From an optimization exercise on the open Yosys and OpenROAD flow, aimed at small area, a short achievable clock period and few clock cycles; shortcuts taken in it are not production practice. RTL that was checked went through simulation tests only; none was proved equivalent to the original. No functional check of the RTL was part of run 7. Power is estimated from default activity; no workload was simulated.

## flow/constraint.sdc

```tcl
create_clock -name core_clock -period 10.0 [get_ports {clk}]
set_input_delay 2.0000 -clock core_clock [delete_from_list [all_inputs] [get_ports {clk}]]
set_output_delay 2.0000 -clock core_clock [all_outputs]
set_load 0.01 [all_outputs]
```

## flow/design.v

```verilog
module cpu(clk, reset, in, out, mem_addr, mem_cmd, halt);
  input clk, reset;
  input [15:0] in;
  output [15:0] out;
  output [8:0] mem_addr;
  output [1:0] mem_cmd;
  output halt;
  reg [15:0] R0, R1, R2, R3, R4, R5, R6, R7;
  reg [12:0] ir;        
  reg        ir_v;      
  reg        rn;        
  reg        hs;        
  reg        mi, md;    
  reg        r_ld, r_eq, r_ne, r_lt, r_le;   
  reg [8:0]  mar;       
  reg        hz;        
  reg        infl;      
  reg [8:0]  pcf;       
  reg        go;        
  reg        ldwb;      
  reg [2:0]  ld_rd;
  reg        halted;
  reg        fz, flt;   
  reg c_mov, c_movi, c_bl, c_bx, c_ldr, c_str, c_hlt, c_add, c_cmp, c_and, c_mvn;
  reg c_wr;             
  reg [2:0] wa_r;
  reg j_al, j_eq, j_ne, j_lt, j_le;    
  reg [7:0] asel, bsel;                
  function [15:0] rsel(input [2:0] s, input [15:0] a0, a1, a2, a3, a4, a5, a6, a7);
    case (s)
      3'd0: rsel = a0; 3'd1: rsel = a1; 3'd2: rsel = a2; 3'd3: rsel = a3;
      3'd4: rsel = a4; 3'd5: rsel = a5; 3'd6: rsel = a6; default: rsel = a7;
    endcase
  endfunction
  function [15:0] hsel(input [7:0] s, input [15:0] a0, a1, a2, a3, a4, a5, a6, a7);
    hsel = ({16{s[0]}} & a0) | ({16{s[1]}} & a1) | ({16{s[2]}} & a2) | ({16{s[3]}} & a3) |
           ({16{s[4]}} & a4) | ({16{s[5]}} & a5) | ({16{s[6]}} & a6) | ({16{s[7]}} & a7);
  endfunction
  function [7:0] dec8(input [2:0] n);
    dec8 = 8'b1 << n;
  endfunction
  wire [8:0] pce = pcf - {8'b0, infl};
  wire run  = rn;                               
  wire hzst = hs;                               
  wire [3:0] mar_hi = mar[8:5];
  wire [3:0] mar_hp = mar_hi + 4'd1;
  wire [3:0] mar_hm = mar_hi - 4'd1;
  wire [8:0] mar_e = {mi ? mar_hp : md ? mar_hm : mar_hi, mar[4:0]};
  wire [15:0] ra = hsel(asel, R0, R1, R2, R3, R4, R5, R6, R7);
  wire [15:0] rb = hsel(bsel, R0, R1, R2, R3, R4, R5, R6, R7);
  reg [15:0] sb;
  always @* begin
    case (ir[4:3])
      2'b00: sb = rb;
      2'b01: sb = {rb[14:0], 1'b0};
      2'b10: sb = {1'b0, rb[15:1]};
      default: sb = {rb[15], rb[15:1]};
    endcase
  end
  wire        sub = c_cmp;
  wire [15:0] sum = ra + (sub ? ~sb : sb) + {15'b0, sub};
  reg  [15:0] other;    
  always @* begin
    if (ldwb) other = in;
    else if (c_movi) other = {{8{ir[7]}}, ir[7:0]};
    else if (c_bl) other = {8'b0, pce[7:0]};
    else if (c_mov) other = sb;
    else if (c_and) other = ra & sb;
    else other = ~sb;
  end
  wire [15:0] wd = (c_add & ~ldwb) ? sum : other;
  wire redirect = run & (j_al | (j_eq & fz) | (j_ne & ~fz) | (j_lt & flt) | (j_le & (flt | fz)));
  wire msel = r_ld | (r_eq & fz) | (r_ne & ~fz) | (r_lt & flt) | (r_le & (flt | fz));
  wire dmem  = run & (c_ldr | c_str);
  wire fetch = go & ~halted & ~dmem & ~(run & c_hlt);
  assign mem_addr = msel ? mar_e : pcf;
  assign mem_cmd  = {fetch | (run & c_ldr), run & c_str};
  assign out      = rb;
  assign halt     = halted | (run & c_hlt);
  wire sthit = run & c_str & infl & (mar_e == pce);
  wire        we = ldwb ? go : (run & c_wr);
  wire [2:0]  wa = ldwb ? ld_rd : wa_r;
  always @(posedge clk) begin
    if (we & (wa == 3'd0)) R0 <= wd;
    if (we & (wa == 3'd1)) R1 <= wd;
    if (we & (wa == 3'd2)) R2 <= wd;
    if (we & (wa == 3'd3)) R3 <= wd;
    if (we & (wa == 3'd4)) R4 <= wd;
    if (we & (wa == 3'd5)) R5 <= wd;
    if (we & (wa == 3'd6)) R6 <= wd;
    if (we & (wa == 3'd7)) R7 <= wd;
  end
  wire [2:0] iop  = in[15:13];
  wire       d_mov = iop == 3'b110;
  wire       d_alu = iop == 3'b101;
  wire       d_ldr = iop == 3'b011;
  wire       d_str = iop == 3'b100;
  wire       d_b   = iop == 3'b001;
  wire       d_bl  = (iop == 3'b010) & in[12];
  wire       d_bx  = (iop == 3'b010) & ~in[12];
  wire [15:0] d_rv = rsel(in[10:8], R0, R1, R2, R3, R4, R5, R6, R7);
  wire [5:0] d_lo  = {1'b0, d_rv[4:0]} + {1'b0, in[4:0]};
  wire       d_jmp = d_b | d_bl;
  wire       d_j   = d_b & (in[7:0] != 8'd0);
  wire       d_jal = (d_j & (in[10:8] == 3'b000)) | (d_bl & (in[7:0] != 8'd0)) | d_bx;
  wire       d_jeq = d_j & (in[10:8] == 3'b001);
  wire       d_jne = d_j & (in[10:8] == 3'b010);
  wire       d_jlt = d_j & (in[10:8] == 3'b011);
  wire       d_jle = d_j & (in[10:8] == 3'b100);
  wire [8:0] d_mar = d_jmp ? pcf + {in[7], in[7:0]} : {d_rv[8:5], d_lo[4:0]};
  wire       d_mi  = ~d_jmp & d_lo[5] & ~in[4];
  wire       d_md  = ~d_jmp & ~d_lo[5] & in[4];
  wire       d_hz  = ((d_ldr | d_str) & (rn | hs) & (c_wr | c_ldr) & (wa_r == in[10:8])) | d_bx;
  wire [2:0] d_rb  = (d_str | (iop == 3'b010)) ? in[7:5] : in[2:0];
  wire [8:0] e_mar = c_bx ? rb[8:0] : ra[8:0] + {{4{ir[4]}}, ir[4:0]};
  wire ir_ld = ~(ir_v & (ldwb | hzst));
  reg  ir_v_n, ldwb_n, halted_n;
  wire xv_n = go & ir_v_n & ~ldwb_n & ~halted_n;
  wire hz_n   = ir_ld ? d_hz : (hzst ? 1'b0 : hz);
  wire ldst_n = ir_ld ? (d_ldr | d_str) : (c_ldr | c_str);
  wire jal_n  = ir_ld ? d_jal : j_al;
  wire jeq_n  = ir_ld ? d_jeq : j_eq;
  wire jne_n  = ir_ld ? d_jne : j_ne;
  wire jlt_n  = ir_ld ? d_jlt : j_lt;
  wire jle_n  = ir_ld ? d_jle : j_le;
  always @* begin
    ir_v_n = ir_v; ldwb_n = 1'b0; halted_n = halted;
    if (go) begin
      if (ir_ld) ir_v_n = infl & ~redirect & ~sthit;
      ldwb_n = run & c_ldr;
      if (run & c_hlt) halted_n = 1'b1;
    end
  end
  always @(posedge clk) begin
    if (reset) begin
      go <= 1'b0; ir_v <= 1'b0; infl <= 1'b0; ldwb <= 1'b0; halted <= 1'b0;
      rn <= 1'b0; hs <= 1'b0; r_ld <= 1'b0; r_eq <= 1'b0; r_ne <= 1'b0; r_lt <= 1'b0; r_le <= 1'b0;
      pcf <= 9'd0;
    end else begin
      go <= 1'b1;
      ir_v <= ir_v_n; ldwb <= ldwb_n; halted <= halted_n;
      rn <= xv_n & ~hz_n;
      hs <= xv_n & hz_n;
      r_ld <= xv_n & ~hz_n & (ldst_n | jal_n);
      r_eq <= xv_n & ~hz_n & jeq_n;
      r_ne <= xv_n & ~hz_n & jne_n;
      r_lt <= xv_n & ~hz_n & jlt_n;
      r_le <= xv_n & ~hz_n & jle_n;
      if (go) begin
        infl <= fetch;
        if (fetch) pcf <= mem_addr + {8'b0, ~(xv_n & hz_n)};
        else if (sthit) pcf <= pce;
      end
    end
  end
  always @(posedge clk) begin
    if (ir_ld) begin
      ir    <= in[12:0];
      mar   <= d_mar;
      mi    <= d_mi;
      md    <= d_md;
      hz    <= d_hz;
      c_mov <= d_mov & ~in[12];
      c_movi <= d_mov & in[12];
      c_bl  <= d_bl;
      c_bx  <= d_bx;
      c_ldr <= d_ldr;
      c_str <= d_str;
      c_hlt <= iop == 3'b111;
      c_add <= d_alu & (in[12:11] == 2'b00);
      c_cmp <= d_alu & (in[12:11] == 2'b01);
      c_and <= d_alu & (in[12:11] == 2'b10);
      c_mvn <= d_alu & (in[12:11] == 2'b11);
      c_wr  <= d_mov | (d_alu & (in[12:11] != 2'b01)) | d_bl;
      wa_r  <= d_bl ? 3'd7 : (d_mov & in[12]) ? in[10:8] : in[7:5];
      j_al  <= d_jal;
      j_eq  <= d_jeq;
      j_ne  <= d_jne;
      j_lt  <= d_jlt;
      j_le  <= d_jle;
      asel  <= dec8(in[10:8]);
      bsel  <= dec8(d_rb);
    end else if (hzst) begin
      mar <= e_mar;
      mi  <= 1'b0;
      md  <= 1'b0;
      hz  <= 1'b0;
    end
    if (run & c_ldr) ld_rd <= wa_r;
    if (run & c_cmp) begin
      fz  <= (ra == sb);
      flt <= (ra[15] ^ sb[15]) ? ra[15] : sum[15];
    end
  end
endmodule
```

## flow/standard.sh

```bash
#!/bin/bash
# synth_recipe.tcl (not shown) runs the flow's synth.tcl, then flattens the netlist and writes it again
# the make line also repeats each setting of config.mk as NAME=value (left out here)
make -C /OpenROAD-flow-scripts/flow DESIGN_CONFIG=/design/flow/config.mk WORK_HOME=/design/flow/orfs CLKGATE_MAP_FILE= SYNTH_SCRIPT=/design/flow/synth_recipe.tcl "${@:-finish}"
```

## flow/config.mk

```make
export PLATFORM = sky130hd
export DESIGN_NAME = cpu
export DESIGN_NICKNAME = cpu
export VERILOG_FILES = /design/flow/design.v
export SDC_FILE = /design/flow/constraint.sdc
export NUM_CORES = 4
export LEC_CHECK = 0
export CAP_MARGIN = 20
export CORE_MARGIN = 2
export CORE_UTILIZATION = 55
export CTS_BUF_LIST = sky130_fd_sc_hd__clkbuf_8
export SLEW_MARGIN = 20
```

## flow/flow/run.sh

```bash
#!/bin/bash
set -euo pipefail
bash standard.sh SETUP_SLACK_MARGIN=5.8 "BUFFER_PORTS_ARGS=-buffer_cell sky130_fd_sc_hd__buf_4" finish > standard_flow.log 2>&1
```

==> reports/metrics.csv, run 1 <==
metric,value,unit
hpwl,29.5,mm
setup_violations,0,
critPathSlowestCell,edfxtp_1,
worst_slew_pin_slew,1.20,ns
ctsRootBufferMaster,clkbuf_8,
critPathCaptureType,flip-flop,
synthCells,1238,
antennaDiodeCount,0,
cap_violations,0,
place_ws,4.83,ns
ys_seq_area_frac,0.466,
path_delay_family,compound AO/OA/AOI/OAI gates,
hold_violations,0,
first_pass_iters,6,
cts.sinks,209,
hold_buffers,0,
p_per_area,167,mW/mm^2
setup_tns,0,ns
nFillCells,1858,
ys.flop_type,edfxtp_1,
cts_max_path_buffers,3,
synth.distinct_cells,79,
hold_path_class,flip-flop to flip-flop,
rsz0062_at_grt,yes,
start_util,0.554,
clock_latency,0.57,ns
drive_above_1_share,0.233,
routed_wirelength,44.7,mm
regArea,0.00601,sq mm
max_freq,230,MHz
core_area,0.0233,sq mm
post-route-drc-count,0,
viasPerCell,6.70,
hold_depth,1,
r2r_start,bsel[4]$_SDFFCE_PN0N_,
min_to,j_ne$_DFF_P_,
cp_slowest_stage_delay,0.50,ns
place.gp.congestion,0.972,
fp.dieArea,0.0247,sq mm
via_count,11500,
cts_tree,done,
htree_levels,2,
path_clk_slew,0.07,ns
critPathBufInv,1,
syn_to_final_growth,20.1,%
grt_max_degree,54,
io_pins,46,
drtAntennaViolNets,0,
clock_skew,0.0611,ns
syn_avg_cell_area,10.4,sq um
synth-edff-count,182,
grt_pass1_wl,64.4,mm
required,10.38,ns
relSlewSlack,0.198,
status,timing/DRC/antenna clean,
critPathMaxFanout,8,
die_width,157,microns
period_share,0.434,
worstSetupPathType,flip-flop to flip-flop,
reg2reg_depth,15,
critPathArrivalTime,4.72,ns
numPortBuffers,45,
grt_pass1_vias,10300,
layout_setup_ws,5.66,ns
crit_chain,"a22oi_1, nand4_1, a22o_4, mux2_2, fa_2, a21o_1, a21oi_2, nor2b_1, o211ai_1, a31oi_1, nand4_1, nand4b_1, xnor2_2, a222oi_1, buf_4",
grt_antenna_before_repair,0,
ys_seq_elements,209,
async_flop_share,0,
rrSetupSlack,5.66,ns
period_needed,4.34,ns
die_y,157,microns
num_rows,56,
finalNetCount,1442,
grt.overflow.total,0,
crit_top_cell,nand4_1,
worstSetupStartpointType,flip-flop,
wl_per_cell,26.1,microns
syn_nets,1317,
min_from,j_ne$_DFF_P_,
yosys_warnings,1,
power.leakage,0.00595,uW
drv_slew,0,
r2r_end,R3[14]$_DFFE_PP_,
grt_usage,0.353,
multiInputGateArea,0.00676,sq mm
syn-cell-area,0.0129,sq mm
cts_buffers,38,
vdd_drop_max,0.163,mV
drt-initial-drc-count,1548,
-- state kept, by name (all words and copies together) (netlist names), 3 cells and up --
signal and flops:
R6 16, R7 16, mar 9, ld_rd 3, R5 16, R3 16, R0 16, wa_r 3
R4 16, R1 16, R2 16, ir 8, asel 8, bsel 8, pcf 9
-- timing repair --
item / CTS / global route
resized for setup: 24 / 91
pin swaps: 12 / 27
cloned: 0 / 1
buffers inserted: 56 / 48
setup endpoints to repair: 104 / 97
-- synth_stat cells (13+ instances only) --
cell / instances / area [sq um]
nand2_1: 79 / 297
inv_1: 41 / 154
a21oi_1: 70 / 350
a211oi_1: 17 / 128
nand3_1: 17 / 85.1
clkbuf_1: 74 / 278
nor2_1: 84 / 315
nor3_1: 20 / 100
nand4_1: 31 / 194
edfxtp_1: 182 / 5470
nor4_1: 13 / 81.3
xnor2_1: 41 / 359
mux2_2: 13 / 146
o211ai_1: 16 / 120
o21ai_0: 58 / 290
xor2_1: 40 / 350
dfxtp_1: 27 / 541
a22oi_1: 130 / 976
ha_1: 57 / 713
mux2i_1: 29 / 290
a31oi_1: 13 / 81.3
-- worst max path at each step --
stage	start	endpoint	slack, ns	cells past startpoint
2_1_floorplan	in[10]	mar[4]$_DFFE_PP_	5.61	16
3_3_place_gp	bsel[4]$_SDFFCE_PN0N_	R6[15]$_DFFE_PP_	4.94	16
3_5_place_dp	bsel[4]$_SDFFCE_PN0N_	R3[12]$_DFFE_PP_	4.83	14
4_1_cts	bsel[7]$_SDFFCE_PN0N_	out[13]	5.79	5
5_1_grt	bsel[1]$_SDFFCE_PP0N_	R4[14]$_DFFE_PP_	5.59	15
6_report	bsel[4]$_SDFFCE_PN0N_	R3[14]$_DFFE_PP_	5.66	15
-- layout by cell type, fill, tap and decap left out, drive strengths merged, types with 13 or more instances in the layout --
master,count
xor2,40
nand4,32
a31oi,13
a211oi,19
dfxtp,27
buf,171
xnor2,41
mux2i,29
o211ai,16
ha,57
edfxtp,182
nor2,84
o21ai,60
nand3,17
a22oi,130
nor4,15
a21oi,70
nand2,79
nor3,21
inv,54
clkbuf,41
mux2,14
-- report_power, final --
group	switching (uW)	internal, uW	total [uW]
Sequential	31.1	1000	1030
Combinational	418	308	726
Clock	376	459	834
Total	825	1770	2590
-- per-stage QoR --
stage	utilization	total power, uW	hold WS (ns)	std cells	area, sq um
2_1_floorplan	-	1440	0.447	1238	13000
3_3_place_gp	0.579	1620	0.482	1536	13500
3_5_place_dp	0.579	1620	0.489	1537	13500
4_1_cts	0.634	2500	0.506	1662	14800
5_1_grt	0.665	2680	0.519	1711	15500
6_report	0.665	2590	0.511	1711	15500
-- metal layers --
| metal | vias to the layer above | routed length [microns] | global-route usage | part of all wire |
|---|---|---|---|---|
| met5 | - | 0 | 0 | 0 |
| met1 | 5544 | 18000 | 0.515 | 0.40 |
| met2 | 748 | 19600 | 0.526 | 0.44 |
| met3 | 140 | 5500 | 0.0826 | 0.12 |
| met4 | 0 | 1590 | 0.109 | 0.036 |
| li1 | 5033 | - | - | - |
-- final cells by class --
type / instances / area share
Clock buffer: 41 / 0.0365
Tap cell: 319 / 0.0258
Inverter: 42 / 0.0107
Clock inverter: 28 / 0.0134
Sequential cell: 209 / 0.388
Timing Repair Buffer: 171 / 0.0889
Multi-Input combinational cell: 901 / 0.437
-- cells by family after synthesis --
logic type / count (synthesis) / synth area share
AO/OA/AOI/OAI: 391 / 0.207
XOR/XNOR: 82 / 0.0569
adder cells (fa/ha/maj): 61 / 0.0615
buffers and inverters: 128 / 0.0398
flip-flops: 209 / 0.466
multiplexers: 45 / 0.0385
AND/OR/NAND/NOR: 322 / 0.130
Testbench counts, summed over its fixed seeds: cycles 34,686.
==> inputs of run 2 (changes only) <==
==> flow/flow/run.sh (replaced) <==
#!/bin/bash
set -euo pipefail
bash standard.sh SETUP_SLACK_MARGIN=5.6 "BUFFER_PORTS_ARGS=-buffer_cell sky130_fd_sc_hd__buf_4" finish > standard_flow.log 2>&1
--- a/flow/config.mk
+++ b/flow/config.mk
@@ -7,6 +7,6 @@
 export LEC_CHECK = 0
 export CAP_MARGIN = 20
 export CORE_MARGIN = 2
-export CORE_UTILIZATION = 55
+export CORE_UTILIZATION = 48
 export CTS_BUF_LIST = sky130_fd_sc_hd__clkbuf_8
 export SLEW_MARGIN = 20
==> reports/metrics.csv, run 2 <==
metric,value,unit
status,timing/DRC/antenna clean,
ys_seq_elements,209,
ys_seq_area_frac,0.466,
place.gp.congestion,0.908,
cap_violations,0,
p_sw,800,uW
layout_commonest_cell,edfxtp_1,
yosys_warnings,1,
numPortBuffers,45,
grt_usage,0.301,
crit_chain,"buf_4, buf_4, a22oi_1, nand4_1, buf_4",
grt_max_degree,42,
synth_top_cell_area_share,0.424,
syn_to_final_growth,15.4,%
max_freq,231,MHz
relSlewSlack,0.203,
place_ws,4.69,ns
htree_levels,2,
cts_max_path_buffers,3,
hold_path_class,flip-flop to flip-flop,
layout_setup_ws,5.68,ns
critPathMaxFanout,7,
critPathArrivalTime,2.32,ns
post-route-drc-count,0,
critPathCaptureType,primary output,
required,8.00,ns
first_pass_iters,6,
internal_power,1760,uW
crit_top_cell,buf_4,
drv_slew,0,
hpwl,29.2,mm
period_needed,4.32,ns
drtAntennaViolNets,0,
routed_wirelength,43.0,mm
syn_avg_cell_area,10.4,sq um
layout_common_cells,"edfxtp_1 (182), a22oi_1 (130), buf_4 (122)",
p_clk_frac,0.345,
p_per_area,172,mW/mm^2
via_count,11000,
finalNetCount,1397,
cp_slowest_stage_delay,0.55,ns
min_from,j_lt$_DFF_P_,
synth_most_common_cell,edfxtp_1,
worstSetupStartpointType,flip-flop,
cts_buffers,38,
grt_pass1_vias,10600,
syn_nets,1317,
start_util,0.492,
cts_tree,done,
grt_pass1_wl,63.8,mm
worstSetupPathType,flip-flop to primary output,
wl_per_cell,25.5,microns
synthCells,1238,
p_sw_frac,0.312,
synth.distinct_cells,79,
die_y,168,microns
die_width,168,microns
num_rows,59,
syn-cell-area,0.0129,sq mm
period_share,0.432,
r2r_start,bsel[4]$_SDFFCE_PN0N_,
setup_violations,0,
synth_common_cells,"edfxtp_1 (182), a22oi_1 (130), nor2_1 (84)",
critPathBufInv,3,
clock_skew,0.0354,ns
core_area,0.0262,sq mm
critPathSlowestCell,edfxtp_1,
viasPerCell,6.54,
crit_start,bsel[1]$_SDFFCE_PP0N_,
grt.overflow.total,0,
setup_tns,0,ns
clock_latency,0.56,ns
worst_slew_pin_slew,1.18,ns
drt-initial-drc-count,1460,
async_flop_share,0,
path_delay_family,buffers and inverters,
ys.flop_type,edfxtp_1,
hold_violations,0,
ctsRootBufferMaster,clkbuf_8,
vdd_drop_max,0.139,mV
fp.dieArea,0.0282,sq mm
synth_largest_area_cell,edfxtp_1,
p_seq_frac,0.403,
rsz0062_at_grt,no,
cts.sinks,209,
path_clk_slew,0.07,ns
drive_above_1_share,0.172,
synth-edff-count,182,
power.leakage,0.00568,uW
io_pins,46,
grt_antenna_before_repair,3,
synthTopCellsByArea,"edfxtp_1 (42%), a22oi_1 (7.6%), ha_1 (5.5%)",
combPwrFrac,0.252,
-- run 2: cells by family after synthesis --
family / synth area share
multiplexers: 0.0385
XOR/XNOR: 0.0569
buffers and inverters: 0.0398
adder cells (fa/ha/maj): 0.0615
AND/OR/NAND/NOR: 0.130
AO/OA/AOI/OAI: 0.207
flip-flops: 0.466
-- run 2: cell type report --
cell class                      instances  area (sq um)
Clock buffer                           43           592
Timing Repair Buffer                  126           973
Fill cell                            2260         11300
Sequential cell                       209          6010
Clock inverter                         27           233
Inverter                               42           165
Tap cell                              335           419
Multi-Input combinational cell        901          6490
Antenna cell                            1          2.50
-- run 2: worst paths after layout --
kind	endpoint	slack [ns]	cells after the start
max	out[12]	5.68	5
min	j_lt$_DFF_P_	0.50	1
max reg2reg	R5[11]$_DFFE_PP_	5.70	16
min reg2reg	j_lt$_DFF_P_	0.50	1
-- run 2: stage by stage --
stage | total power [uW] | instances | hold WS [ns] | cell area, sq um | utilization
after floorplan | 1430 | 1238 | 0.447 | 12900 | -
after global placement | 1620 | 1552 | 0.466 | 13500 | 0.513
after detailed placement | 1620 | 1552 | 0.486 | 13500 | 0.513
after CTS | 2520 | 1660 | 0.506 | 14600 | 0.558
after global routing | 2660 | 1683 | 0.531 | 14900 | 0.568
final | 2560 | 1684 | 0.500 | 14900 | 0.568
-- run 2: power by group through the flow --
stage          sequential [uW]  combinational [uW]  clock [uW]
2_1_floorplan             1030                 404           0
3_3_place_gp              1060                 554           0
3_5_place_dp              1060                 555           0
4_1_cts                   1030                 599         890
5_1_grt                   1030                 697         929
6_report                  1030                 646         882
-- run 2: repair_timing --
item                                    CTS  global route
resized for setup                        11            27
cloned                                    0             0
endpoints found under the setup margin   86            88
pin swaps                                 7             9
hold buffers                              0             0
setup buffers                            38            23
-- run 2: layer usage --
metal  up-vias  wire, microns  track usage
met1      5296          17500        0.407
met4         0           1500        0.116
met2       651          19000        0.458
met3       115           4890       0.0867
met5         -              0            0
li1       4957              -            -
==> inputs of run 3 (changes only) <==
--- a/flow/config.mk
+++ b/flow/config.mk
@@ -7,6 +7,6 @@
 export LEC_CHECK = 0
 export CAP_MARGIN = 20
 export CORE_MARGIN = 2
-export CORE_UTILIZATION = 48
+export CORE_UTILIZATION = 55
 export CTS_BUF_LIST = sky130_fd_sc_hd__clkbuf_8
 export SLEW_MARGIN = 20
==> reports/metrics.csv, run 3 <==
metric,value,unit
status,timing/DRC/antenna clean,
final_area,0.0148,sq mm
hold_buffers,0,
syn-cell-area,0.0129,sq mm
grt_pass1_vias,10400,
holdWs,0.504,ns
start_util,0.554,
wl_per_cell,26.2,microns
hpwl,29.4,mm
p_per_area,170,mW/mm^2
layout_common_cells,"edfxtp_1 (182), a22oi_1 (130), buf_4 (119)",
path_clk_slew,0.06,ns
num_rows,56,
async_flop_share,0,
final_cell_count_no_fill,1663,
clock_latency,0.56,ns
clock_skew,0.0371,ns
htree_levels,2,
synthTopCellsByArea,"edfxtp_1 (42%), a22oi_1 (7.6%), ha_1 (5.5%)",
layout_commonest_cell,edfxtp_1,
drtAntennaViolNets,0,
ys.flop_type,edfxtp_1,
grt.overflow.total,0,
fp.dieArea,0.0247,sq mm
critPathMaxFanout,7,
synth.distinct_cells,79,
nFillCells,1898,
ctsRootBufferMaster,clkbuf_8,
place.gp.congestion,0.926,
io_pins,46,
post-route-drc-count,0,
grt_antenna_before_repair,0,
cts_buffers,38,
required,8.00,ns
drt-initial-drc-count,1443,
grt_pass1_wl,64.3,mm
worst_slew_pin_slew,1.18,ns
hold_violations,0,
die_y,157,microns
period_needed,4.26,ns
viasPerCell,6.73,
p_clk_frac,0.337,
p_seq_frac,0.410,
hold_path_class,flip-flop to flip-flop,
ys_seq_elements,209,
detailed_place.area,0.0134,sq mm
grt_usage,0.352,
synth_most_common_cell,edfxtp_1,
antennaDiodeCount,0,
grt_max_degree,54,
syn_to_final_growth,14.7,%
synthCells,1238,
critPathBufInv,2,
critPathArrivalTime,2.26,ns
die_width,157,microns
combPwrFrac,0.253,
multiInputGateArea,0.00650,sq mm
power.leakage,0.00563,uW
ys_seq_area_frac,0.466,
core_area,0.0233,sq mm
p_sw,788,uW
synth_largest_area_cell,edfxtp_1,
vdd_drop_max,0.133,mV
numPortBuffers,45,
internal_power,1730,uW
max_freq,235,MHz
drv_slew,0,
relSlewSlack,0.210,
regArea,0.00601,sq mm
syn_nets,1317,
path_delay_family,buffers and inverters,
critPathCaptureType,primary output,
syn_avg_cell_area,10.4,sq um
synth_top_cell_area_share,0.424,
cp_slowest_stage_delay,0.54,ns
rsz0062_at_grt,no,
p_sw_frac,0.313,
first_pass_iters,8,
worstSetupPathType,flip-flop to primary output,
cts_tree,done,
setup_violations,0,
critPathSlowestCell,edfxtp_1,
cap_violations,0,
placed_cells,1535,
cts.sinks,209,
routed_wirelength,43.6,mm
worstSetupStartpointType,flip-flop,
period_share,0.426,
synth_common_cells,"edfxtp_1 (182), a22oi_1 (130), nor2_1 (84)",
via_count,11200,
finalNetCount,1394,
setup_tns,0,ns
yosys_warnings,1,
synth-edff-count,182,
crit_chain,"buf_4, a22oi_1, nand4_1, buf_4",
crit_top_cell,buf_4,
cts_max_path_buffers,3,
drive_above_1_share,0.168,
-- run 3: logic make-up (layout without fill, tap and decap cells) --
family	after synthesis	count (layout)	share of synthesized area
AOI/OAI and AO/OA	391	391	0.207
adders and majority gates	61	61	0.0615
DFF	209	209	0.466
and+or+nand+nor	322	322	0.130
muxes	45	45	0.0385
xor gates and xnor gates	82	82	0.0569
buffers and inverters	128	234	0.0398
-- run 3: path summary, 6_finish.rpt --
path	end	slack, ns	depth (start not counted)	startpoint
setup / recovery	out[4]	5.74	4	bsel[3]$_SDFFCE_PP0N_
hold / removal	j_al$_DFF_P_	0.50	2	j_al$_DFF_P_
setup reg to reg	R3[15]$_DFFE_PP_	5.75	16	bsel[2]$_SDFFCE_PP0N_
hold reg to reg	j_al$_DFF_P_	0.50	2	j_al$_DFF_P_
-- run 3: per-stage QoR --
stage	setup slack [ns]	util	total power, uW
finish	5.74	0.636	2520
floorplan	5.58	-	1430
detailed placement	4.78	0.577	1620
CTS	5.59	0.624	2490
global placement	4.84	0.577	1620
global route	5.58	0.636	2620
-- run 3: power groups by stage --
stage | logic (uW) | clock network, uW | registers [uW]
after floorplan | 404 | 0 | 1030
after global placement | 553 | 0 | 1060
after CTS | 597 | 855 | 1030
after detailed placement | 554 | 0 | 1060
final | 638 | 849 | 1030
after global routing | 690 | 890 | 1040
-- run 3: worst register-to-register path: stages (launching register included) --
cell      delay [ns]
edfxtp_1        0.55
buf_4           0.23
a22oi_1         0.19
nand4_1         0.30
mux2_2          0.36
o21ai_1         0.25
xnor2_1         0.11
ha_1            0.39
a21o_1          0.22
a211oi_2        0.30
nand2_1         0.08
nand2_1         0.12
nand3_1         0.10
a31oi_1         0.28
xnor2_1         0.19
a222oi_1        0.12
buf_4           0.23
-- run 3: per-layer routing --
layer  GRT usage  part of all wire  vias to the layer above
met5           0                 0                        -
met3      0.0837              0.12                      142
li1            -                 -                     4940
met1       0.499              0.40                     5382
met4       0.136             0.039                        0
met2       0.526              0.43                      733
-- run 3: final cells by class --
class,count,share of cell area
multi-input combinational,901,0.439
sequential,209,0.406
timing repair buffer,123,0.0639
clock buffer,40,0.0372
tap,319,0.0270
clock inverter,29,0.0156
inverter,42,0.0112
-- run 3: timing repair --
item | 4_1_cts | 5_1_grt
buffers inserted | 37 | 22
setup endpoints to repair | 86 | 81
hold endpoints to repair | 0 | 0
gates resized for setup | 9 | 26
pin swaps | 8 | 6
==> inputs of run 4 (changes only) <==
==> flow/flow/run.sh (replaced) <==
#!/bin/bash
set -euo pipefail
bash standard.sh SETUP_SLACK_MARGIN=5.5 "BUFFER_PORTS_ARGS=-buffer_cell sky130_fd_sc_hd__buf_4" "CTS_ARGS=-sink_clustering_enable -repair_clock_nets -buf_list sky130_fd_sc_hd__clkbuf_8 -dont_use_dummy_load" finish > standard_flow.log 2>&1
==> reports/metrics.csv, run 4 <==
metric,value,unit
synth_top_cell_area_share,0.424,
p_clk_frac,0.278,
async_flop_share,0,
power.leakage,0.00546,uW
via_count,11000,
cts_buffers,38,
synth_common_cells,"edfxtp_1 (182), a22oi_1 (130), nor2_1 (84)",
setup_violations,0,
nFillCells,2005,
numPortBuffers,45,
synthCells,1238,
hpwl,29.1,mm
fp.dieArea,0.0247,sq mm
p_seq_frac,0.443,
cts.sinks,209,
final_util,0.623,
syn_nets,1317,
num_rows,56,
internal_power,1590,uW
clock_skew,0.0580,ns
ctsRootBufferMaster,clkbuf_8,
multiInputGateArea,0.00647,sq mm
cap_violations,0,
rsz0062_at_grt,no,
setup_tns,0,ns
viasPerCell,6.74,
final_cell_count_no_fill,1632,
cts_tree,done,
p_sw,730,uW
grt_max_degree,45,
htree_levels,2,
hold_violations,0,
syn-cell-area,0.0129,sq mm
routed_wirelength,42.7,mm
drtAntennaViolNets,0,
post-route-drc-count,0,
syn_avg_cell_area,10.4,sq um
synth-edff-count,182,
hold_buffers,0,
synthTopCellsByArea,"edfxtp_1 (42%), a22oi_1 (7.6%), ha_1 (5.5%)",
p_sw_frac,0.314,
grt_usage,0.345,
start_util,0.554,
synth.distinct_cells,79,
path_clk_slew,0.05,ns
die_y,157,microns
io_pins,46,
ys.flop_type,edfxtp_1,
finalNetCount,1394,
relSlewSlack,0.217,
regArea,0.00601,sq mm
core_area,0.0233,sq mm
grt_pass1_vias,10200,
ys_seq_area_frac,0.466,
worst_slew_pin_slew,1.17,ns
clock_latency,0.55,ns
worstSetupPathType,primary input to flip-flop,
power,2320,uW
drive_above_1_share,0.160,
drv_slew,0,
p_per_area,160,mW/mm^2
status,timing/DRC/antenna clean,
yosys_warnings,1,
ys_seq_elements,209,
placed_cells,1535,
synth_most_common_cell,edfxtp_1,
hold_path_class,flip-flop to flip-flop,
synth_largest_area_cell,edfxtp_1,
layout_common_cells,"edfxtp_1 (182), a22oi_1 (130), buf_4 (119)",
cts_max_path_buffers,3,
layout_commonest_cell,edfxtp_1,
place.gp.congestion,0.958,
first_pass_iters,6,
antennaDiodeCount,0,
worstSetupStartpointType,primary input,
critPathMaxFanout,41,
vdd_drop_max,0.106,mV
combPwrFrac,0.279,
critPathArrivalTime,4.59,ns
grt.overflow.total,0,
critPathCaptureType,flip-flop,
period_needed,4.35,ns
drt-initial-drc-count,1349,
required,10.24,ns
wl_per_cell,26.2,microns
max_freq,230,MHz
grt_pass1_wl,62.5,mm
period_share,0.435,
die_width,157,microns
grt_antenna_before_repair,0,
syn_to_final_growth,12.5,%
## run 4: worst max-delay path: stages
cell,delay (ns)
buf_8,0.26
nand2b_1,0.30
nor2_1,0.13
a22o_1,0.20
a221oi_1,0.24
a31oi_1,0.20
ha_1,0.32
a21o_1,0.16
a21oi_1,0.26
xnor2_1,0.16
nor2_1,0.05
a211oi_1,0.23
a21oi_1,0.06
## run 4: repair_timing
action / in CTS / in global routing
gates resized for setup: 7 / 24
endpoints found under the setup margin: 85 / 80
buffers inserted: 40 / 18
cloned: 0 / 0
pin swaps: 7 / 8
## run 4: per-stage QoR
stage	instance area (sq um)	setup WS, ns	hold WS, ns
floorplan	12900	5.54	0.447
global placement	13400	4.67	0.480
detailed placement	13400	4.59	0.482
CTS	14300	5.51	0.494
global route	14500	5.49	0.536
finish	14500	5.65	0.500
## run 4: final timing paths
check | startpoint | to | slack [ns] | cells after the start
max | in[9] | mar[3]$_DFFE_PP_ | 5.65 | 13
min | halted$_SDFF_PP0_ | halted$_SDFF_PP0_ | 0.50 | 2
max reg2reg | bsel[4]$_SDFFCE_PN0N_ | R4[14]$_DFFE_PP_ | 5.66 | 17
min reg2reg | halted$_SDFF_PP0_ | halted$_SDFF_PP0_ | 0.50 | 2
## run 4: cell families (layout without fill, tap and decap cells)
family / count (synthesis) / after routing / synth area share
adder cells (fa/ha/maj): 61 / 61 / 0.0615
AO/OA/AOI/OAI: 391 / 391 / 0.207
multiplexers: 45 / 45 / 0.0385
flip-flops: 209 / 209 / 0.466
buffers and inverters: 128 / 203 / 0.0398
XOR/XNOR: 82 / 82 / 0.0569
AND/OR/NAND/NOR: 322 / 322 / 0.130
## run 4: final cells by class
type	instances	share of cell area
inverter	42	0.0114
clock buffer	38	0.0361
tap	319	0.0275
sequential	209	0.414
timing repair buffer	123	0.0645
multi-input combinational	901	0.446
## run 4: power groups by stage
stage | clock network, uW | logic [uW] | registers, uW
3_3_place_gp | 0 | 557 | 1060
2_1_floorplan | 0 | 404 | 1030
4_1_cts | 656 | 603 | 1030
3_5_place_dp | 0 | 556 | 1060
6_report | 645 | 647 | 1030
5_1_grt | 691 | 693 | 1030
## run 4: per-layer routing
layer / vias to the layer above / track usage / wire [microns]
met2: 713 / 0.522 / 18800
met1: 5241 / 0.478 / 17100
met3: 135 / 0.0947 / 5290
li1: 4911 / - / -
met4: 0 / 0.125 / 1510
met5: - / 0 / 0
==> inputs of run 5 (changes only) <==
==> flow/flow/run.sh (replaced) <==
#!/bin/bash
set -euo pipefail
bash standard.sh SETUP_SLACK_MARGIN=5.6 "BUFFER_PORTS_ARGS=-buffer_cell sky130_fd_sc_hd__buf_4" "CTS_ARGS=-sink_clustering_enable -repair_clock_nets -buf_list sky130_fd_sc_hd__clkbuf_8 -dont_use_dummy_load" finish > standard_flow.log 2>&1
==> reports/metrics.csv, run 5 <==
metric,value,unit
numPortBuffers,45,
period_needed,4.31,ns
period_share,0.431,
grt_max_degree,54,
grt_pass1_vias,10300,
synth_largest_area_cell,edfxtp_1,
antennaDiodeCount,0,
power.leakage,0.00549,uW
path_clk_slew,0.06,ns
cap_violations,0,
drt-initial-drc-count,1504,
hpwl,29.4,mm
setup_tns,0,ns
routed_wirelength,43.3,mm
rrSetupSlack,5.69,ns
hold_violations,0,
p_per_area,160,mW/mm^2
finalNetCount,1398,
critPathMaxFanout,8,
viasPerCell,6.75,
grt_pass1_wl,64.1,mm
synth_common_cells,"edfxtp_1 (182), a22oi_1 (130), nor2_1 (84)",
critPathBufInv,2,
power,2330,uW
synth-edff-count,182,
setup_violations,0,
post-route-drc-count,0,
relSlewSlack,0.212,
fp.dieArea,0.0247,sq mm
synthTopCellsByArea,"edfxtp_1 (42%), a22oi_1 (7.6%), ha_1 (5.5%)",
layout_commonest_cell,edfxtp_1,
path_delay_family,compound AO/OA/AOI/OAI gates,
crit_chain,"a22oi_1, nand4_1, buf_4, a22o_2, mux2_2, fa_1, a21o_1, a21oi_2, nor2b_1, o211ai_1, a31oi_1, a21oi_1, xor2_1, a221oi_4, buf_4",
die_y,157,microns
crit_top_cell,buf_4,
ys.flop_type,edfxtp_1,
grt_usage,0.351,
clock_skew,0.0412,ns
crit_start,bsel[4]$_SDFFCE_PN0N_,
vdd_drop_max,0.127,mV
critPathCaptureType,flip-flop,
grt.overflow.total,0,
max_freq,232,MHz
syn_to_final_growth,13.1,%
via_count,11000,
ys_seq_elements,209,
core_area,0.0233,sq mm
cts_max_path_buffers,3,
syn-cell-area,0.0129,sq mm
hold_path_class,flip-flop to flip-flop,
met2WireLength,18.8,mm
final_util,0.627,
cts_tree,done,
status,timing/DRC/antenna clean,
critPathSlowestCell,edfxtp_1,
yosys_warnings,1,
cts.sinks,209,
drtAntennaViolNets,0,
ctsRootBufferMaster,clkbuf_8,
start_util,0.554,
die_width,157,microns
critPathArrivalTime,4.59,ns
rsz0062_at_grt,no,
ys_seq_area_frac,0.466,
wl_met3,4.92,mm
synth_top_cell_area_share,0.424,
place.gp.congestion,0.926,
wirelength_met1,17.7,mm
layout_common_cells,"edfxtp_1 (182), a22oi_1 (130), buf_4 (122)",
synthCells,1238,
r2r_start,bsel[4]$_SDFFCE_PN0N_,
min_from,j_al$_DFF_P_,
synth.distinct_cells,79,
drive_above_1_share,0.166,
worstSetupPathType,flip-flop to flip-flop,
synth_most_common_cell,edfxtp_1,
num_rows,56,
cp_slowest_stage_delay,0.52,ns
required,10.28,ns
io_pins,46,
async_flop_share,0,
wl_per_cell,26.5,microns
worst_slew_pin_slew,1.18,ns
grt_antenna_before_repair,0,
cts_buffers,38,
htree_levels,2,
syn_avg_cell_area,10.4,sq um
top_layer_used,met4,
worstSetupStartpointType,flip-flop,
first_pass_iters,6,
syn_nets,1317,
clock_latency,0.54,ns
drv_slew,0,
## run 5: cell count changes in the layout (fill, tap and decap cells not counted), sizes merged
cell  change
buf       +4
## run 5: cell type report
type / instances / area (sq um)
inverter: 42 / 165
tap: 319 / 399
clock buffer: 38 / 523
sequential: 209 / 6010
multi-input combinational: 901 / 6500
fill: 1911 / 8670
timing repair buffer: 127 / 996
## run 5: cell families after synthesis
kind of cell	Yosys count	share of synthesized area
DFF	209	0.466
muxes	45	0.0385
adders and majority gates	61	0.0615
buffers and inverters	128	0.0398
and+or+nand+nor	322	0.130
AOI/OAI and AO/OA	391	0.207
xor gates and xnor gates	82	0.0569
## run 5: final timing paths
kind | to | cells after the start
min reg2reg | j_al$_DFF_P_ | 2
min | j_al$_DFF_P_ | 2
max | R2[12]$_DFFE_PP_ | 15
max reg2reg | R2[12]$_DFFE_PP_ | 15
## run 5: what timing repair did
item / CTS / global route
cloned: 0 / 0
pin swaps: 8 / 7
buffers inserted: 38 / 25
endpoints found under the setup margin: 86 / 97
gates resized for setup: 12 / 25
hold buffers: 0 / 0
hold endpoints to repair: 0 / 0
## run 5: routing by layer
| metal | up-vias | GRT usage |
|---|---|---|
| li1 | 4925 | - |
| met1 | 5271 | 0.505 |
| met2 | 701 | 0.525 |
| met3 | 146 | 0.0699 |
| met4 | 0 | 0.137 |
| met5 | - | 0 |
## run 5: report_power, final
part | internal (uW) | total (uW) | switching (uW)
clock network | 334 | 657 | 323
logic | 260 | 644 | 384
registers | 1000 | 1030 | 32.6
total | 1590 | 2330 | 740
## run 5: through the flow
stage                     area [sq um]  worst slack [ns]  instances  hold WS, ns
after floorplan                  12900              5.58       1238        0.447
after global placement           13400              4.84       1534        0.482
after CTS                        14300              5.61       1611        0.496
after detailed placement         13400              4.78       1535        0.477
after global routing             14600              5.56       1636        0.529
final                            14600              5.69       1636        0.496
## run 5: worst min-delay path, cell delays in order (launching register included)
cell and delay (ns):
dfxtp_1 0.31, nand2_1 0.05, o31ai_1 0.08
==> inputs of run 6 (changes only) <==
==> flow/flow/run.sh (replaced) <==
#!/bin/bash
set -euo pipefail
bash standard.sh SETUP_SLACK_MARGIN=5.7 "BUFFER_PORTS_ARGS=-buffer_cell sky130_fd_sc_hd__buf_4" "CTS_ARGS=-sink_clustering_enable -repair_clock_nets -buf_list sky130_fd_sc_hd__clkbuf_8 -dont_use_dummy_load" finish > standard_flow.log 2>&1
==> reports/metrics.csv, run 6 <==
metric,value,unit
status,timing/DRC/antenna clean,
grt_pass1_wl,63.5,mm
nFillCells,1972,
synthTopCellsByArea,"edfxtp_1 (42%), a22oi_1 (7.6%), ha_1 (5.5%)",
cts_max_path_buffers,3,
hold_buffers,0,
drt-initial-drc-count,1452,
syn_nets,1317,
path_clk_slew,0.06,ns
setup_violations,0,
synth_common_cells,"edfxtp_1 (182), a22oi_1 (130), nor2_1 (84)",
synth_most_common_cell,edfxtp_1,
critPathSlowestCell,edfxtp_1,
clock_latency,0.54,ns
die_y,157,microns
critPathArrivalTime,2.23,ns
critPathMaxFanout,6,
place.gp.congestion,0.993,
hold_path_class,flip-flop to flip-flop,
worstSetupPathType,flip-flop to primary output,
grt_usage,0.348,
fp.dieArea,0.0247,sq mm
htree_levels,2,
cp_slowest_stage_delay,0.51,ns
yosys_warnings,1,
layout_setup_ws,5.77,ns
p_per_area,158,mW/mm^2
start_util,0.554,
vdd_drop_max,0.112,mV
relSlewSlack,0.237,
worstSetupStartpointType,flip-flop,
cts.sinks,209,
cts_tree,done,
viasPerCell,6.79,
cts_buffers,36,
ys_seq_elements,209,
via_count,11200,
first_pass_iters,6,
grt_pass1_vias,10300,
post-route-drc-count,0,
drv_slew,0,
drive_above_1_share,0.190,
hpwl,29.3,mm
layout_common_cells,"edfxtp_1 (182), buf_4 (139), a22oi_1 (129)",
synth_top_cell_area_share,0.424,
syn_to_final_growth,14.7,%
period_needed,4.23,ns
synth-edff-count,182,
wl_per_cell,26.2,microns
critPathCaptureType,primary output,
required,8.00,ns
critPathBufInv,3,
worst_slew_pin_slew,1.14,ns
r2r_start,bsel[0]$_SDFFCE_PP0N_,
io_pins,46,
numPortBuffers,45,
rsz0062_at_grt,no,
routed_wirelength,43.2,mm
grt_max_degree,48,
crit_top_cell,buf_4,
synth_largest_area_cell,edfxtp_1,
final_area,0.0148,sq mm
syn-cell-area,0.0129,sq mm
crit_start,bsel[0]$_SDFFCE_PP0N_,
ys.flop_type,edfxtp_1,
drtAntennaViolNets,0,
detailed_place.area,0.0135,sq mm
power.leakage,0.00558,uW
layout_commonest_cell,edfxtp_1,
min_from,j_al$_DFF_P_,
period_share,0.423,
setup_tns,0,ns
syn_avg_cell_area,10.4,sq um
max_freq,237,MHz
hold_violations,0,
grt.overflow.total,0,
num_rows,56,
path_delay_family,buffers and inverters,
clock_skew,0.0546,ns
synth.distinct_cells,79,
crit_chain,"buf_4, buf_4, a22oi_1, nand4_1, buf_4",
async_flop_share,0,
ctsRootBufferMaster,clkbuf_8,
grt_antenna_before_repair,1,
cap_violations,0,
die_width,157,microns
finalNetCount,1414,
holdWs,0.506,ns
antennaDiodeCount,0,
place_ws,4.75,ns
synthCells,1238,
core_area,0.0233,sq mm
ys_seq_area_frac,0.466,
-- run 6: cell count changes in the layout (fill, tap and decap cells not counted), moves of 2 or more --
cell	before	now
o21ai_0	52	49
a21oi_2	4	7
ha_1	56	53
buf_4	122	139
ha_2	1	4
o21ai_2	2	4
a21oi_1	66	63
clkbuf_8	38	36
-- run 6: path summary, 6_finish.rpt --
| path | cells after the start | end | slack (ns) |
|---|---|---|---|
| hold reg to reg | 2 | j_al$_DFF_P_ | 0.51 |
| hold / removal | 2 | j_al$_DFF_P_ | 0.51 |
| setup reg to reg | 18 | R5[12]$_DFFE_PP_ | 5.86 |
| setup / recovery | 5 | out[13] | 5.77 |
-- run 6: logic make-up (layout without fill, tap and decap cells) --
family	after synthesis	in the layout	synth area share
and+or+nand+nor	322	322	0.130
xor gates and xnor gates	82	82	0.0569
AOI/OAI and AO/OA	391	391	0.207
buffers and inverters	128	223	0.0398
adders and majority gates	61	61	0.0615
DFF	209	209	0.466
muxes	45	45	0.0385
-- run 6: worst register-to-register path: stages (launching register included) --
cell	delay (ns)
edfxtp_1	0.51
buf_4	0.20
buf_4	0.14
a22oi_1	0.17
nand4_1	0.12
buf_4	0.18
nor2_1	0.14
a211oi_1	0.08
a21o_1	0.23
xor2_1	0.16
ha_1	0.36
o21ai_2	0.10
buf_4	0.15
a21boi_0	0.22
nor2_1	0.06
a31oi_1	0.18
a21oi_1	0.11
xor2_1	0.19
a221oi_4	0.57
-- run 6: layout make-up --
type | instances | area [sq um] | area share
Multi-Input combinational cell | 901 | 6580 | 0.445
Inverter | 42 | 165 | 0.0112
Sequential cell | 209 | 6010 | 0.406
Clock buffer | 36 | 495 | 0.0335
Tap cell | 319 | 399 | 0.0270
Timing Repair Buffer | 145 | 1140 | 0.0774
-- run 6: stage by stage --
step | utilization | instances | power (uW)
after floorplan | - | 1238 | 1440
after global placement | 0.578 | 1535 | 1620
after detailed placement | 0.578 | 1536 | 1620
after CTS | 0.619 | 1620 | 2290
after global routing | 0.636 | 1652 | 2430
final | 0.636 | 1652 | 2340
-- run 6: power breakdown --
group	internal (uW)	switching [uW]	leakage [uW]	total [uW]
sequential	1000	28.0	0.00197	1030
combinational	278	400	0.00335	678
clock	318	314	0.000259	631
total	1600	741	0.00558	2340
-- run 6: routing by layer --
| metal | up-vias | GRT usage | wire, microns |
|---|---|---|---|
| met3 | 108 | 0.0653 | 5110 |
| li1 | 4951 | - | - |
| met4 | 0 | 0.0918 | 1210 |
| met5 | - | 0 | 0 |
| met1 | 5431 | 0.513 | 17800 |
| met2 | 722 | 0.530 | 19100 |
-- run 6: repair_timing --
| item | CTS | global route |
|---|---|---|
| endpoints found under the hold margin | 0 | 0 |
| setup endpoints to repair | 90 | 82 |
| setup buffers | 48 | 32 |
| gates resized for setup | 17 | 40 |
| pin swaps | 9 | 15 |
==> inputs of run 7 (changes only) <==
--- a/flow/design.v
+++ b/flow/design.v
@@ -112,11 +112,13 @@
   wire       d_md  = ~d_jmp & ~d_lo[5] & in[4];
   wire       d_hz  = ((d_ldr | d_str) & (rn | hs) & (c_wr | c_ldr) & (wa_r == in[10:8])) | d_bx;
   wire [2:0] d_rb  = (d_str | (iop == 3'b010)) ? in[7:5] : in[2:0];
-  wire [8:0] e_mar = c_bx ? rb[8:0] : ra[8:0] + {{4{ir[4]}}, ir[4:0]};
+  wire [8:0] e_mar = rb[8:0];
+  wire       rfch  = hzst & ~c_bx;
   wire ir_ld = ~(ir_v & (ldwb | hzst));
   reg  ir_v_n, ldwb_n, halted_n;
   wire xv_n = go & ir_v_n & ~ldwb_n & ~halted_n;
   wire hz_n   = ir_ld ? d_hz : (hzst ? 1'b0 : hz);
+  wire bx_n   = ir_ld ? d_bx : c_bx;
   wire ldst_n = ir_ld ? (d_ldr | d_str) : (c_ldr | c_str);
   wire jal_n  = ir_ld ? d_jal : j_al;
   wire jeq_n  = ir_ld ? d_jeq : j_eq;
@@ -127,6 +129,7 @@
     ir_v_n = ir_v; ldwb_n = 1'b0; halted_n = halted;
     if (go) begin
       if (ir_ld) ir_v_n = infl & ~redirect & ~sthit;
+      if (rfch) ir_v_n = 1'b0;
       ldwb_n = run & c_ldr;
       if (run & c_hlt) halted_n = 1'b1;
     end
@@ -148,7 +151,7 @@
       r_le <= xv_n & ~hz_n & jle_n;
       if (go) begin
         infl <= fetch;
-        if (fetch) pcf <= mem_addr + {8'b0, ~(xv_n & hz_n)};
+        if (fetch) pcf <= mem_addr + ((xv_n & hz_n) ? (bx_n ? 9'd0 : 9'h1ff) : 9'd1);
         else if (sthit) pcf <= pce;
       end
     end
==> reports/metrics.csv, run 7 <==
metric,value,unit
status,timing/DRC/antenna clean,
path_clk_slew,0.05,ns
hold_violations,0,
syn_avg_cell_area,10.4,sq um
finalNetCount,1426,
first_pass_iters,6,
ys_seq_elements,209,
worstSetupStartpointType,primary input,
p_sw_frac,0.316,
synthMuxAreaShare,0.0366,
start_util,0.564,
synth-edff-count,181,
num_rows,55,
synthCells,1232,
relSlewSlack,0.309,
worst_slew_pin_slew,1.03,ns
p_per_area,158,mW/mm^2
yosys_warnings,1,
synth.distinct_cells,80,
drt-initial-drc-count,1656,
synthTopCellsByArea,"edfxtp_1 (42%), a22oi_1 (8.1%), ha_1 (5.4%)",
ctsRootBufferMaster,clkbuf_8,
synth_most_common_cell,edfxtp_1,
required,10.40,ns
grt_pass1_wl,64.8,mm
viasPerCell,6.84,
hold_path_class,flip-flop to flip-flop,
holdWs,0.482,ns
syn_to_final_growth,17.8,%
fp.dieArea,0.0246,sq mm
power.leakage,0.00570,uW
grt_antenna_before_repair,0,
synth_largest_area_cell,edfxtp_1,
power,2390,uW
final_area,0.0151,sq mm
die_y,157,microns
period_share,0.453,
critPathMaxFanout,9,
setup_violations,0,
place.gp.congestion,0.940,
max_freq,221,MHz
drv_slew,0,
p_sw,757,uW
cts_max_path_buffers,3,
wl_per_cell,26.6,microns
layout_commonest_cell,edfxtp_1,
ys.flop_type,edfxtp_1,
detailed_place.area,0.0135,sq mm
worstSetupPathType,primary input to flip-flop,
synth_common_cells,"edfxtp_1 (181), a22oi_1 (138), nand2_1 (91)",
htree_levels,2,
drtAntennaViolNets,0,
internal_power,1640,uW
place_ws,4.73,ns
period_needed,4.53,ns
cap_violations,0,
synth_xor_area_frac,0.0467,
clock_latency,0.55,ns
setup_tns,0,ns
hpwl,29.0,mm
rsz0062_at_grt,yes,
syn-cell-area,0.0129,sq mm
cts_tree,done,
clock_skew,0.0757,ns
numPortBuffers,45,
combPwrFrac,0.295,
cts.sinks,209,
vdd_drop_max,0.123,mV
post-route-drc-count,0,
grt.overflow.total,0,
antennaDiodeCount,0,
via_count,11400,
synth_top_cell_area_share,0.423,
drive_above_1_share,0.215,
p_seq_frac,0.431,
synth_compound_area_frac,0.221,
rrSetupSlack,5.56,ns
grt_pass1_vias,10700,
ys_seq_area_frac,0.466,
core_area,0.0228,sq mm
syn_nets,1309,
p_clk_frac,0.273,
cts_buffers,38,
layout_common_cells,"edfxtp_1 (181), buf_4 (137), a22oi_1 (129)",
grt_max_degree,43,
critPathArrivalTime,4.92,ns
critPathCaptureType,flip-flop,
die_width,157,microns
grt_usage,0.355,
yosys.area_share.simple,0.133,
synth_fa_ha_area_frac,0.0598,
synth_top_family_by_area,compound AO/OA/AOI/OAI gates,
layout_setup_ws,5.47,ns
io_pins,46,
routed_wirelength,44.2,mm
async_flop_share,0,
==> run 7: cell type report <==
cell class / instances / area [sq um]
sequential: 209 / 6000
inverter: 39 / 146
tap: 313 / 392
multi-input combinational: 907 / 6750
fill: 1825 / 7640
timing repair buffer: 154 / 1330
clock buffer: 38 / 523
==> run 7: per-layer routing <==
metal	share of wire	vias to the layer above	wire length (microns)	global-route usage
li1	-	5014	-	-
met1	0.39	5374	17100	0.481
met2	0.44	780	19500	0.555
met3	0.12	182	5370	0.0790
met4	0.051	0	2230	0.149
met5	0	-	0	0
==> run 7: power groups by stage <==
| stage | clock network (uW) | registers [uW] | logic [uW] |
|---|---|---|---|
| after global routing | 695 | 1030 | 752 |
| after floorplan | 0 | 1030 | 419 |
| after global placement | 0 | 1070 | 555 |
| after CTS | 663 | 1030 | 645 |
| final | 654 | 1030 | 707 |
| after detailed placement | 0 | 1070 | 561 |
==> run 7: path summary, 6_finish.rpt <==
| kind | endpoint | from | depth (start not counted) |
|---|---|---|---|
| worst min-delay path | halted$_SDFF_PP0_ | halted$_SDFF_PP0_ | 2 |
| worst min register to register | halted$_SDFF_PP0_ | halted$_SDFF_PP0_ | 2 |
| worst max register to register | flt$_DFFE_PP_ | bsel[2]$_SDFFCE_PP0N_ | 16 |
| worst max-delay path | pcf[8]$_SDFFE_PP0P_ | in[12] | 15 |
==> run 7: stage by stage <==
step / std cells / util
finish: 1660 / 0.665
global placement: 1532 / 0.593
CTS: 1635 / 0.647
detailed placement: 1532 / 0.594
floorplan: 1232 / -
global route: 1660 / 0.665
==> run 7: logic make-up (layout without fill, tap and decap cells) <==
group,Yosys count,after routing
simple gates,334,334
xor+xnor,67,67
fa+ha+maj,59,59
mux,43,43
compound gates,404,404
flops,209,209
buf+inv,116,231
==> run 7: worst max-delay path, stage by stage <==
cell,delay (ns)
buf_4,0.16
nor4_4,0.34
a221o_1,0.23
nand2b_4,0.11
nor2_4,0.11
nand2_2,0.07
ha_4,0.17
fa_2,0.36
a21o_1,0.19
a21oi_2,0.18
o21ai_2,0.09
o41ai_2,0.30
xnor2_1,0.13
and4_1,0.21
a311o_1,0.26
==> run 7: what timing repair did <==
item,4_1_cts,5_1_grt
buffers inserted,64,24
pin swaps,36,35
setup endpoints to repair,97,87
gates resized for setup,41,41
cloned,1,1
hold buffers,0,0
==> inputs of run 8 (changes only) <==
--- a/flow/design.v
+++ b/flow/design.v
@@ -119,6 +119,8 @@
   wire xv_n = go & ir_v_n & ~ldwb_n & ~halted_n;
   wire hz_n   = ir_ld ? d_hz : (hzst ? 1'b0 : hz);
   wire bx_n   = ir_ld ? d_bx : c_bx;
+  wire [8:0] ma_inc = mem_addr + 9'd1;
+  wire [8:0] ma_dec = mem_addr - 9'd1;
   wire ldst_n = ir_ld ? (d_ldr | d_str) : (c_ldr | c_str);
   wire jal_n  = ir_ld ? d_jal : j_al;
   wire jeq_n  = ir_ld ? d_jeq : j_eq;
@@ -151,7 +153,7 @@
       r_le <= xv_n & ~hz_n & jle_n;
       if (go) begin
         infl <= fetch;
-        if (fetch) pcf <= mem_addr + ((xv_n & hz_n) ? (bx_n ? 9'd0 : 9'h1ff) : 9'd1);
+        if (fetch) pcf <= (xv_n & hz_n) ? (bx_n ? mem_addr : ma_dec) : ma_inc;
         else if (sthit) pcf <= pce;
       end
     end
==> reports/metrics.csv, run 8 <==
metric,value,unit
hold_path_class,flip-flop to flip-flop,
htree_levels,2,
holdWs,0.476,ns
drt-initial-drc-count,1519,
final_util,0.632,
numPortBuffers,45,
yosys_warnings,1,
synthCells,1217,
viasPerCell,6.86,
power.leakage,0.00541,uW
synthTopCellsByArea,"edfxtp_1 (43%), a22oi_1 (8.1%), ha_1 (4.8%)",
grt.overflow.total,0,
start_util,0.561,
setup_violations,0,
place.gp.congestion,0.959,
antennaDiodeCount,0,
hpwl,28.7,mm
via_count,10800,
critPathMaxFanout,8,
status,timing/DRC/antenna clean,
drtAntennaViolNets,0,
ctsRootBufferMaster,clkbuf_8,
path_clk_slew,0.05,ns
ys.flop_type,edfxtp_1,
first_pass_iters,6,
die_width,156,microns
worst_slew_pin_slew,1.07,ns
drv_slew,0,
synth_most_common_cell,edfxtp_1,
hold_violations,0,
wl_per_cell,26.5,microns
grt_usage,0.340,
syn_nets,1287,
core_area,0.0227,sq mm
die_y,156,microns
period_share,0.424,
ys_seq_area_frac,0.471,
critPathCaptureType,flip-flop,
relSlewSlack,0.289,
max_freq,236,MHz
grt_pass1_vias,10500,
synth_common_cells,"edfxtp_1 (181), a22oi_1 (137), nor2_1 (92)",
cts.sinks,209,
critPathArrivalTime,4.50,ns
layout_common_cells,"edfxtp_1 (181), a22oi_1 (137), buf_4 (111)",
drive_above_1_share,0.172,
setup_tns,0,ns
required,10.27,ns
worstSetupStartpointType,flip-flop,
cts_buffers,38,
syn-cell-area,0.0127,sq mm
worstSetupPathType,flip-flop to flip-flop,
rsz0062_at_grt,yes,
synth-edff-count,181,
syn_avg_cell_area,10.5,sq um
routed_wirelength,41.8,mm
grt_antenna_before_repair,0,
clock_skew,0.0640,ns
synth.distinct_cells,78,
vdd_drop_max,0.131,mV
cts_max_path_buffers,3,
post-route-drc-count,0,
ys_seq_elements,209,
p_per_area,159,mW/mm^2
fp.dieArea,0.0244,sq mm
period_needed,4.24,ns
synth_top_cell_area_share,0.427,
clock_latency,0.54,ns
synth_largest_area_cell,edfxtp_1,
syn_to_final_growth,12.6,%
cts_tree,done,
grt_max_degree,52,
finalNetCount,1363,
io_pins,46,
layout_commonest_cell,edfxtp_1,
num_rows,55,
cap_violations,0,
grt_pass1_wl,62.2,mm
async_flop_share,0,
[run 8: worst paths after layout]
kind | startpoint | to | slack, ns | cells after the start
max | bsel[6]$_SDFFCE_PN0N_ | R5[15]$_DFFE_PP_ | 5.76 | 15
min | halted$_SDFF_PP0_ | halted$_SDFF_PP0_ | 0.48 | 2
max reg2reg | bsel[6]$_SDFFCE_PN0N_ | R5[15]$_DFFE_PP_ | 5.76 | 15
min reg2reg | halted$_SDFF_PP0_ | halted$_SDFF_PP0_ | 0.48 | 2
[run 8: kinds of logic (layout without fill, tap and decap cells)]
logic type | Yosys count | after routing | share of synthesized area
adder cells (fa/ha/maj) | 52 | 52 | 0.0529
AO/OA/AOI/OAI | 371 | 371 | 0.203
buffers and inverters | 127 | 201 | 0.0398
multiplexers | 60 | 60 | 0.0527
flip-flops | 209 | 209 | 0.471
XOR/XNOR | 68 | 68 | 0.0500
AND/OR/NAND/NOR | 330 | 330 | 0.131
[run 8: where the power goes]
part | internal [uW] | switching [uW] | total (uW)
clock network | 334 | 316 | 650
logic | 246 | 347 | 593
registers | 999 | 36.7 | 1040
total | 1580 | 699 | 2280
[run 8: stage by stage]
stage	instances	worst slack [ns]	total power [uW]	cell area (sq um)
floorplan	1217	5.70	1400	12800
global placement	1487	4.99	1560	13300
detailed placement	1488	4.88	1570	13300
CTS	1548	5.70	2240	14000
global route	1576	5.65	2370	14300
finish	1576	5.76	2280	14300
[run 8: area by class of cell]
| type | count | area, sq um |
|---|---|---|
| clock buffers | 38 | 523 |
| fillers | 1880 | 8370 |
| inverters | 47 | 178 |
| multi-input cells | 881 | 6400 |
| flip-flops and latches | 209 | 6000 |
| well taps | 285 | 357 |
| repair buffers | 116 | 891 |
[run 8: metal layers]
metal	vias up	track usage	share of wire
met5	-	0	0
met4	0	0.129	0.037
met3	130	0.0650	0.10
met2	653	0.552	0.47
met1	5206	0.456	0.40
li1	4830	-	-
[run 8: worst max-delay path, cell delays in order, from the launching register on]
cell and delay (ns):
edfxtp_1 0.53, a22oi_1 0.22, nand4_1 0.28, mux2i_1 0.26, o21ai_1 0.15, xor2_1 0.20, ha_1 0.37, nand3_1 0.11
a221oi_2 0.24, a211oi_2 0.11, a221o_1 0.41, o211ai_1 0.33, o31ai_1 0.15, xnor2_1 0.30, a221oi_4 0.10, buf_4 0.20
[run 8: timing repair]
action / 4_1_cts / 5_1_grt
cloned: 0 / 0
hold buffers: 0 / 0
resized for setup: 16 / 22
setup buffers: 22 / 28
pin swaps: 4 / 11
endpoints found under the setup margin: 52 / 61
Testbench counts of run 8, summed over its fixed seeds: cycles 34,765.
==> inputs of run 9 (changes only) <==
==> flow/flow/run.sh (replaced) <==
#!/bin/bash
set -euo pipefail
bash standard.sh SETUP_SLACK_MARGIN=5.8 "BUFFER_PORTS_ARGS=-buffer_cell sky130_fd_sc_hd__buf_4" "CTS_ARGS=-sink_clustering_enable -repair_clock_nets -buf_list sky130_fd_sc_hd__clkbuf_8 -dont_use_dummy_load" finish > standard_flow.log 2>&1
==> reports/metrics.csv, run 9 <==
metric,value,unit
yosys_warnings,1,
async_flop_share,0,
setup_violations,0,
synth_largest_area_cell,edfxtp_1,
die_width,156,microns
synth.distinct_cells,78,
grt_antenna_before_repair,0,
drv_slew,0,
cts_tree,done,
syn_avg_cell_area,10.5,sq um
die_y,156,microns
power,2280,uW
worstSetupPathType,flip-flop to primary output,
rsz0062_at_grt,yes,
critPathSlowestCell,or4b_4,
viasPerCell,6.82,
setup_tns,0,ns
wl_per_cell,26.2,microns
cts.sinks,209,
io_pins,46,
max_freq,237,MHz
start_util,0.561,
worstSetupStartpointType,flip-flop,
drt-initial-drc-count,1297,
internal_power,1580,uW
hold_violations,0,
p_sw_frac,0.306,
place.gp.congestion,0.930,
place_ws,4.94,ns
vdd_drop_max,0.119,mV
path_clk_slew,0.06,ns
layout_commonest_cell,edfxtp_1,
routed_wirelength,41.8,mm
nFillCells,1826,
finalNetCount,1380,
htree_levels,2,
p_clk_frac,0.276,
synth_most_common_cell,edfxtp_1,
synth-edff-count,181,
layout_setup_ws,5.79,ns
cap_violations,0,
grt_usage,0.342,
syn-cell-area,0.0127,sq mm
synth_common_cells,"edfxtp_1 (181), a22oi_1 (137), nor2_1 (92)",
worst_slew_pin_slew,0.888,ns
combPwrFrac,0.271,
p_seq_frac,0.453,
post-route-drc-count,0,
synthCells,1217,
period_share,0.421,
required,8.00,ns
relSlewSlack,0.408,
via_count,10900,
drtAntennaViolNets,0,
numPortBuffers,45,
core_area,0.0227,sq mm
critPathArrivalTime,2.21,ns
grt_pass1_wl,62.3,mm
ys.flop_type,edfxtp_1,
period_needed,4.21,ns
first_pass_iters,7,
critPathCaptureType,primary output,
regArea,0.00600,sq mm
ys_seq_elements,209,
grt.overflow.total,0,
hold_path_class,flip-flop to flip-flop,
cp_slowest_stage_delay,0.58,ns
hold_buffers,0,
synthTopCellsByArea,"edfxtp_1 (43%), a22oi_1 (8.1%), ha_1 (4.8%)",
num_rows,55,
cts_max_path_buffers,3,
crit_chain,"or4b_4, o22ai_4, nor2_1, mux2_2, buf_4",
syn_nets,1287,
fp.dieArea,0.0244,sq mm
drive_above_1_share,0.197,
synth_top_cell_area_share,0.427,
cts_buffers,36,
hpwl,28.6,mm
multiInputGateArea,0.00652,sq mm
critPathMaxFanout,5,
power.leakage,0.00551,uW
grt_max_degree,44,
grt_pass1_vias,10400,
syn_to_final_growth,14.6,%
layout_common_cells,"edfxtp_1 (181), a22oi_1 (136), buf_4 (125)",
clock_latency,0.55,ns
p_per_area,156,mW/mm^2
final_util,0.643,
antennaDiodeCount,0,
p_sw,699,uW
status,timing/DRC/antenna clean,
ys_seq_area_frac,0.471,
ctsRootBufferMaster,clkbuf_8,
clock_skew,0.0702,ns
==> run 9: cell types whose count changed in the layout (fill, tap and decap cells not counted), moves of 2 or more <==
cell	before	now
buf_6	2	7
o21ai_0	45	42
mux2i_1	36	33
inv_2	1	3
a21oi_1	63	60
inv_1	44	42
a21oi_2	3	6
nor2_1	90	87
clkbuf_8	38	36
o21ai_2	0	2
nor2_2	2	5
mux2i_4	1	4
buf_4	111	125
==> run 9: power groups by stage <==
stage	Combinational (uW)	Sequential [uW]	Clock (uW)
2_1_floorplan	376	1030	0
3_3_place_gp	502	1060	0
3_5_place_dp	506	1060	0
4_1_cts	570	1030	640
5_1_grt	666	1040	677
6_report	618	1030	631
==> run 9: per-layer routing <==
layer	routed length, microns	global-route usage
met1	16500	0.465
met2	19500	0.558
met3	4230	0.0536
met4	1440	0.128
met5	0	0
==> run 9: cells by family after synthesis <==
kind of cell,count (synthesis),share of synthesized area
AO/OA/AOI/OAI,371,0.203
AND/OR/NAND/NOR,330,0.131
flip-flops,209,0.471
buffers and inverters,127,0.0398
XOR/XNOR,68,0.0500
multiplexers,60,0.0527
adder cells (fa/ha/maj),52,0.0529
==> run 9: layout make-up <==
type,count,share of cell area
Multi-Input combinational cell,881,0.447
Sequential cell,209,0.411
Timing Repair Buffer,135,0.0714
Clock buffer,36,0.0340
Tap cell,285,0.0244
Inverter,47,0.0122
==> run 9: final timing paths <==
path,endpoint,slack (ns),startpoint,cells after the start
worst max-delay path,mem_addr[8],5.79,mar[5]$_DFFE_PP_,5
worst min register to register,halted$_SDFF_PP0_,0.47,halted$_SDFF_PP0_,2
worst max register to register,R3[12]$_DFFE_PP_,5.90,bsel[2]$_SDFFCE_PP0N_,17
worst min-delay path,halted$_SDFF_PP0_,0.47,halted$_SDFF_PP0_,2
==> run 9: timing repair <==
item                                    CTS  global route
endpoints found under the setup margin  101            93
gates resized for setup                  27            40
pin swaps                                11            20
setup buffers                            51            18
hold endpoints to repair                  0             0
==> run 9: through the flow <==
step	cells	cell area, sq um	hold WS (ns)
global placement	1486	13300	0.460
floorplan	1217	12800	0.438
global route	1593	14600	0.514
detailed placement	1487	13300	0.459
finish	1593	14600	0.467
CTS	1574	14300	0.472
==> run 9: worst max-delay path, delay by kind of cell (launching register included) <==
kind            cells  cell delay, ns
simple gates        2            0.64
flops               1            0.46
mux                 1            0.29
compound gates      1            0.17
buf+inv             1            0.15

## what the ideal ports hide
The flow's constraints put no driver on any port. The routed layouts listed below were extracted and timed again, unchanged, in two steps. Step 1: set_driving_cell puts a clkbuf_16 on clk and a buf_2 on each other input, an assumption about the parent block. Step 2, shift: input delay + t, output delay - t, t = (earliest + latest rising clock arrival at the registers) / 2. This alone moves slack from input paths to output paths. Slacks: ideal / step 1 / step 2; pairs: ideal / step 1.
run | t (ns) | setup WS [ns]
run 1 | 0.587 | 5.656 / 5.656 / 5.415
run 2 | 0.583 | 5.676 / 5.632 / 5.222
run 3 | 0.587 | 5.744 / 5.696 / 5.241
run 4 | 0.562 | 5.651 / 5.621 / 5.082
run 5 | 0.564 | 5.686 / 5.686 / 5.252
run 6 | 0.555 | 5.773 / 5.731 / 5.271
run 7 | 0.559 | 5.473 / 5.455 / 4.896
run 8 | 0.550 | 5.765 / 5.762 / 5.283
run 9 | 0.560 | 5.789 / 5.745 / 5.356
After both steps setup and hold are still met in every run listed.
